Background: an optimization exercise with open tools, aiming at small area and a short achievable clock period. Do not read the settings as production practice. Only simulation tests tie the RTL to the original design; equivalence was not proved. Power is estimated from default activity; no workload was simulated.

==> inputs of willow <==
// crash_detection
module crash_detection #(
        parameter int HISTORY_LEN = 16   
    )(
        input   logic           clk,
        input   logic           arst_n,
        input   logic           i_state_rst,
        input   logic           i_sensors_valid,
        input   logic [15:0]    i_gps,
        input   logic [15:0]    i_accel_z,
        input   logic [15:0]    i_accel_y,
        input   logic [15:0]    i_accel_x,
        input   logic [15:0]    i_gyro_z,
        input   logic [15:0]    i_gyro_y,
        input   logic [15:0]    i_gyro_x,
        input   logic [15:0]    i_delta,
        input   logic [31:0]    ireg_speed_threshold,
        input   logic [31:0]    ireg_non_fatal_accel_threshold,
        input   logic [31:0]    ireg_fatal_accel_threshold,
        input   logic [31:0]    ireg_angle_threshold,
        input   logic [31:0]    ireg_angle_in_motion_threshold,
        input   logic [31:0]    ireg_angular_speed_threshold,
        output  logic [1:0]     o_state,
        output  logic           o_non_fatal_intr,
        output  logic           o_fatal_intr
    );
Settings: LEC_CHECK=0, CAP_MARGIN=20, CORE_MARGIN=2, CORE_UTILIZATION=45, PLACE_DENSITY=0.6, SLEW_MARGIN=20; clock period 50.0 ns.
standard.sh (not shown) runs the stock make flow with config.mk's settings and CLKGATE_MAP_FILE= SYNTH_SCRIPT=/design/flow/synth_recipe.tcl, a recipe that flattens the netlist after the stock synthesis.
==> flow/flow/run.sh <==
#!/bin/bash
# The standard layout with changes to how it is made:
#  - timing repair is asked to leave 37 ns of setup slack at the design's
#    50 ns clock, so that it works on the paths that set the achieved period;
#  - the port buffers that the standard flow inserts are buf_2 cells;
#  - the clock tree is built from clkbuf_8 cells.
# Clock, constraints and synthesis are unchanged.
set -o pipefail
bash standard.sh SETUP_SLACK_MARGIN=37 "BUFFER_PORTS_ARGS=-buffer_cell sky130_fd_sc_hd__buf_2" \
    CTS_BUF_LIST=sky130_fd_sc_hd__clkbuf_8 finish 2>&1 | tee standard_run.log
==> fjord (differences from willow) <==
--- a/flow/design.v
+++ b/flow/design.v
@@ -2,29 +2,25 @@
 module max_norm_3_axes #(
         parameter int DATA_LEN  = 16,
         parameter int DATA_MSB  = 12
     )(
         input   logic [DATA_LEN-1:0]    i_data_x,
         input   logic [DATA_LEN-1:0]    i_data_y,
         input   logic [DATA_LEN-1:0]    i_data_z,
-        output  logic [DATA_MSB-1:0]    o_data_max_norm
+        output  logic [DATA_MSB:0]      o_data_max_norm    
     );
     localparam int N = DATA_MSB;
     logic [N-1:0] cx, cy, cz;
     logic nx, ny, nz;
     assign nx = i_data_x[DATA_LEN-1];
     assign ny = i_data_y[DATA_LEN-1];
     assign nz = i_data_z[DATA_LEN-1];
     assign cx = i_data_x[N-1:0] ^ {N{nx}};
     assign cy = i_data_y[N-1:0] ^ {N{ny}};
     assign cz = i_data_z[N-1:0] ^ {N{nz}};
-    logic [N-1:0] abs_x, abs_y, abs_z;
-    assign abs_x = cx + {{(N-1){1'b0}}, nx};
-    assign abs_y = cy + {{(N-1){1'b0}}, ny};
-    assign abs_z = cz + {{(N-1){1'b0}}, nz};
     logic wx, wy, wz;
     generate
         if (N < DATA_LEN) begin : g_wrap
             assign wx = nx & ~|i_data_x[N-1:0];
             assign wy = ny & ~|i_data_y[N-1:0];
             assign wz = nz & ~|i_data_z[N-1:0];
         end else begin : g_nowrap
@@ -42,15 +38,15 @@
     logic y_gt_x, z_gt_x, z_gt_y;
     assign y_gt_x = gt(cy, ny, wy, cx, nx, wx);
     assign z_gt_x = gt(cz, nz, wz, cx, nx, wx);
     assign z_gt_y = gt(cz, nz, wz, cy, ny, wy);
     logic sel_y, sel_z;
     assign sel_z = y_gt_x ? z_gt_y : z_gt_x;
     assign sel_y = y_gt_x & ~z_gt_y;
-    assign o_data_max_norm = sel_z ? abs_z : (sel_y ? abs_y : abs_x);
+    assign o_data_max_norm = sel_z ? {nz, cz} : (sel_y ? {ny, cy} : {nx, cx});
 endmodule
 module div_step4 #(
         parameter int W = 2      
     )(
         input   logic [W-1:0]   i_rem,
         input   logic [15:0]    i_d1,    
         input   logic [15:0]    i_d3,    
@@ -373,16 +369,16 @@
         if (~arst_n)                cnt <= '0;
         else if (i_state_rst)       cnt <= '0;
         else if (i_sensors_valid & ~cnt[4])    cnt <= cnt + 5'd1;
     end
     logic v0, v15;               
     assign v0  = |cnt;
     assign v15 = cnt[4];
-    logic [11:0] acc_in;
-    logic [15:0] gyr_in;
+    logic [12:0] acc_in;
+    logic [16:0] gyr_in;
     max_norm_3_axes #(.DATA_LEN(16), .DATA_MSB(12)) u_accel_max_norm (
         .i_data_x(i_accel_x), .i_data_y(i_accel_y), .i_data_z(i_accel_z),
         .o_data_max_norm(acc_in)
     );
     max_norm_3_axes #(.DATA_LEN(16), .DATA_MSB(16)) u_gyro_max_norm (
         .i_data_x(i_gyro_x), .i_data_y(i_gyro_y), .i_data_z(i_gyro_z),
         .o_data_max_norm(gyr_in)
@@ -395,24 +391,24 @@
     end
     logic [12:0] lo_diff;
     logic        b12;
     assign lo_diff = {1'b0, i_gps[11:0]} - {1'b0, gps0[11:0]};
     assign b12     = lo_diff[12];
     logic [3:0] top_nb;              
     assign top_nb = i_gps[15:12] - gps0[15:12];
-    logic [17:0] d3_in;
-    assign d3_in = {2'b0, i_delta} + {1'b0, i_delta, 1'b0};
+    logic [5:0] d3_lo_in;            
+    assign d3_lo_in = i_delta[5:0] + {i_delta[4:0], 1'b0};
     logic [3:0] qa_nb, qa_b, ra_nb, ra_b;
     div_first2 u_first (.i_top(top_nb), .i_d1(i_delta),
                         .o_q_nb(qa_nb), .o_r_nb(ra_nb), .o_q_b(qa_b), .o_r_b(ra_b));
     logic [3:0]         p_q;         
     logic [3:0]         p_rem;       
     logic [11:0]        p_lo;        
     logic [15:0]        p_div;       
-    logic [17:0]        p_d3;        
+    logic [5:0]         p_d3_lo;     
     logic [3:1]         p_fit [2:5]; 
     logic               p_zero;      
     logic [3:1] fit_in [2:5];
     genvar j;
     generate
         for (j = 2; j <= 5; j++) begin : g_fit_a
             div_fit #(.W(2*j+2)) u_fit (.i_d1(i_delta), .o_fit(fit_in[j]));
@@ -420,33 +416,37 @@
     endgenerate
     always_ff @(posedge clk) begin
         if (i_sensors_valid) begin
             p_q   <= b12 ? qa_b : qa_nb;
             p_rem <= b12 ? ra_b : ra_nb;
             p_lo  <= lo_diff[11:0];
             p_div <= i_delta;
-            p_d3  <= d3_in;
+            p_d3_lo <= d3_lo_in;
             for (int i = 2; i <= 5; i++) p_fit[i] <= fit_in[i];
         end
     end
     always_ff @(posedge clk or negedge arst_n) begin
         if (~arst_n)                p_zero <= 1'b1;
         else if (i_state_rst)       p_zero <= 1'b1;
         else if (i_sensors_valid)   p_zero <= ~|i_delta;
     end
+    logic [17:0] p_d3;
+    assign p_d3 = {2'b0, p_div} + {1'b0, p_div, 1'b0};
+    logic [15:0] p_d3_steps;
+    assign p_d3_steps = {p_d3[15:6], p_d3_lo};
     logic [11:0] qhi;            
     logic [11:0] r5;             
     logic [15:0] rem_b [2:6];
     assign rem_b[2] = 16'(p_rem);
     assign qhi[11:8] = p_q;
     generate
         for (j = 2; j <= 5; j++) begin : g_steps_b
             logic [2*j+1:0] rin, rout;
             assign rin = {rem_b[j][2*j-1:0], p_lo[15-2*j -: 2]};
-            div_step4 #(.W(2*j+2)) u_step (.i_rem(rin), .i_d1(p_div), .i_d3(p_d3[15:0]),
+            div_step4 #(.W(2*j+2)) u_step (.i_rem(rin), .i_d1(p_div), .i_d3(p_d3_steps),
                                            .i_fit(p_fit[j]), .o_q(qhi[11-2*j -: 2]), .o_rem(rout));
             assign rem_b[j+1] = 16'(rout);
         end
     endgenerate
     assign r5 = rem_b[6][11:0];
     logic [11:0]        p2_q;        
     logic [11:0]        p2_rem;      
@@ -477,32 +477,40 @@
     div_step4 #(.W(14)) u_step6 (.i_rem({p2_rem, p2_lo[3:2]}), .i_d1(p2_div), .i_d3(p2_d3),
                                  .i_fit(fit6), .o_q(q6), .o_rem(r6));
     div_step4 #(.W(16)) u_step7 (.i_rem({r6, p2_lo[1:0]}), .i_d1(p2_div), .i_d3(p2_d3),
                                  .i_fit(fit7), .o_q(q7), .o_rem(r7));
     logic [15:0] spd1;
     assign spd1 = p2_zero ? 16'd0 : {p2_q, q6, q7};
     logic [15:0] h_spd [2:15];
-    logic [11:0] h_acc [0:15];
-    logic [15:0] h_gyr [0:15];
+    logic [12:0] h_acc0;         
+    logic [16:0] h_gyr0;
+    logic [11:0] h_acc [1:15];
+    logic [15:0] h_gyr [1:15];
+    logic [11:0] acc0_n;         
+    logic [15:0] gyr0_n;
+    assign acc0_n = h_acc0[11:0] + {11'd0, h_acc0[12]};
+    assign gyr0_n = h_gyr0[15:0] + {15'd0, h_gyr0[16]};
     always_ff @(posedge clk) begin
         if (i_sensors_valid) begin
             h_spd[2] <= spd1;
-            h_acc[0] <= acc_in;
-            h_gyr[0] <= gyr_in;
+            h_acc0   <= acc_in;
+            h_gyr0   <= gyr_in;
+            h_acc[1] <= acc0_n;
+            h_gyr[1] <= gyr0_n;
             for (int i = 3; i < 16; i++) h_spd[i] <= h_spd[i-1];
-            for (int i = 1; i < 16; i++) begin
+            for (int i = 2; i < 16; i++) begin
                 h_acc[i] <= h_acc[i-1];
                 h_gyr[i] <= h_gyr[i-1];
             end
         end
     end
     logic [11:0] acc0, acc15;
     logic [15:0] gyr0, gyr15, spd15;
-    assign acc0  = v0  ? h_acc[0]  : 12'd0;
-    assign gyr0  = v0  ? h_gyr[0]  : 16'd0;
+    assign acc0  = v0  ? acc0_n    : 12'd0;
+    assign gyr0  = v0  ? gyr0_n    : 16'd0;
     assign acc15 = v15 ? h_acc[15] : 12'd0;
     assign gyr15 = v15 ? h_gyr[15] : 16'd0;
     assign spd15 = v15 ? h_spd[15] : 16'd0;
     logic [18:0] s_acc, s_gyr, s_spd;
     logic [18:0] sum_acc, sum_gyr, sum_spd1;
     assign sum_acc  = s_acc + 19'(acc0);
     assign sum_gyr  = s_gyr + 19'(gyr0);
==> flow/flow/run.sh (replaced) <==
#!/bin/bash
# The standard layout with changes to how it is made:
#  - timing repair is asked to leave 37.6 ns of setup slack at the design's
#    50 ns clock, so that it works on the paths that set the achieved period;
#  - the port buffers that the standard flow inserts are buf_2 cells;
#  - the clock tree is built from clkbuf_8 cells, without dummy loads;
#  - the core is filled to 55% and placed at density 0.7.
# Clock, constraints and synthesis are unchanged.
set -o pipefail
bash standard.sh SETUP_SLACK_MARGIN=37.6 "BUFFER_PORTS_ARGS=-buffer_cell sky130_fd_sc_hd__buf_2" \
    "CTS_ARGS=-sink_clustering_enable -repair_clock_nets -buf_list sky130_fd_sc_hd__clkbuf_8 -dont_use_dummy_load" \
    CORE_UTILIZATION=55 PLACE_DENSITY=0.7 \
    finish 2>&1 | tee standard_run.log
==> summary of the runs <==
fjord finished with timing, DRC and antenna clean. willow went through all stages and came out clean. Clock skew: willow is lower than fjord (18 ps). Between willow and fjord, the lower synthesized cell count is in fjord (gap 4.7%, measured against fjord). Die area: fjord is smaller than willow (20%). Of willow and fjord, fjord has the higher combinational power (gap about 6%, measured against fjord). Of willow and fjord, willow has the higher flip-flop and latch count (gap 11). Against willow, the register-to-register slack of fjord is better by 460 ps. Of fjord and willow, willow has the higher count of clock-buffer cells in the layout (gap 16). Via count: fjord is smaller than willow (about 4.4%). Between fjord and willow, the lower utilization is in willow (gap 11 points). Area after synthesis: fjord is smaller than willow (2.6%). In fjord the non-clock buffer count is higher than in willow, by 39.
==> figures <==
item                                                                  willow                   fjord
Outcome                                             timing/DRC/antenna clean  timing/DRC/antenna clean
Area of the die                                                  0.122 sq mm            0.0973 sq mm
Post-Layout Cell Count                                                 6,857                   6,274
Placeable core area                                              0.118 sq mm            0.0936 sq mm
Share of post-route cells with drive strength above 1                  12.7%                   13.9%
Required time at the worst-slack endpoint                          50,580 ps               50,490 ps
Number of fillers in the final layout                                 10,600                   7,621
Clock group power                                                     615 uW                  480 uW
Multiplexer fraction of the synthesized cell area                      2.92%                   3.10%
Total length of routed wires                                      130,000 um              118,000 um
Internal reg-to-reg setup slack                                    37,580 ps               38,040 ps
Worst-case clock skew                                                67.9 ps                 85.8 ps
Netlist area before placement                                   0.0535 sq mm            0.0521 sq mm
Power of the sequential group                                         940 uW                  927 uW
Highest ir drop seen on vdd                                      0.0000681 V             0.0000693 V
Cells on worst reg2reg path                                               56                      54
Met3 demand-to-capacity share in global routing                        3.11%                   4.13%
Antenna cell count                                                         4                       8
Worst hold path endpoint                               h_gyr[6][3]$_DFFE_PP_  h_gyr[9][14]$_DFFE_PP_
Post-synth top area share                                              43.8%                   44.4%
Routed via count divided by cell count                                  5.53                    5.78
Clock power share                                                      16.3%                   12.8%
Tot GR Track Use                                                       21.1%                   24.0%

## afterwards: timing with drivers on the ports
Ports are ideal in the flow. The routed layouts listed here were re-timed in OpenROAD. Step 1, drivers: a clkbuf_16 drives clk and a buf_2 each remaining input, both assumed. Step 2 adds t to the input delays and takes it off the output delays; t is the mean of the earliest and latest rising clock arrival at the registers after step 1. Input paths then give back, and output paths get back, about the clock's delay inside the block. Three values: ideal ports, drivers, drivers and shift; two values: the first two.
run | t, ns | slack for setup (ns) | slew at the worst register clock pin (ns)
willow | 0.886 | 37.178 / 37.229 / 36.343 | 0.08 / 0.08
fjord | 0.838 | 37.710 / 37.772 / 36.934 | 0.07 / 0.07
After both steps every run listed still meets setup and hold. The setup slack of willow, which loses most, moves by +0.051 ns with the drivers and by -0.835 ns with both steps.
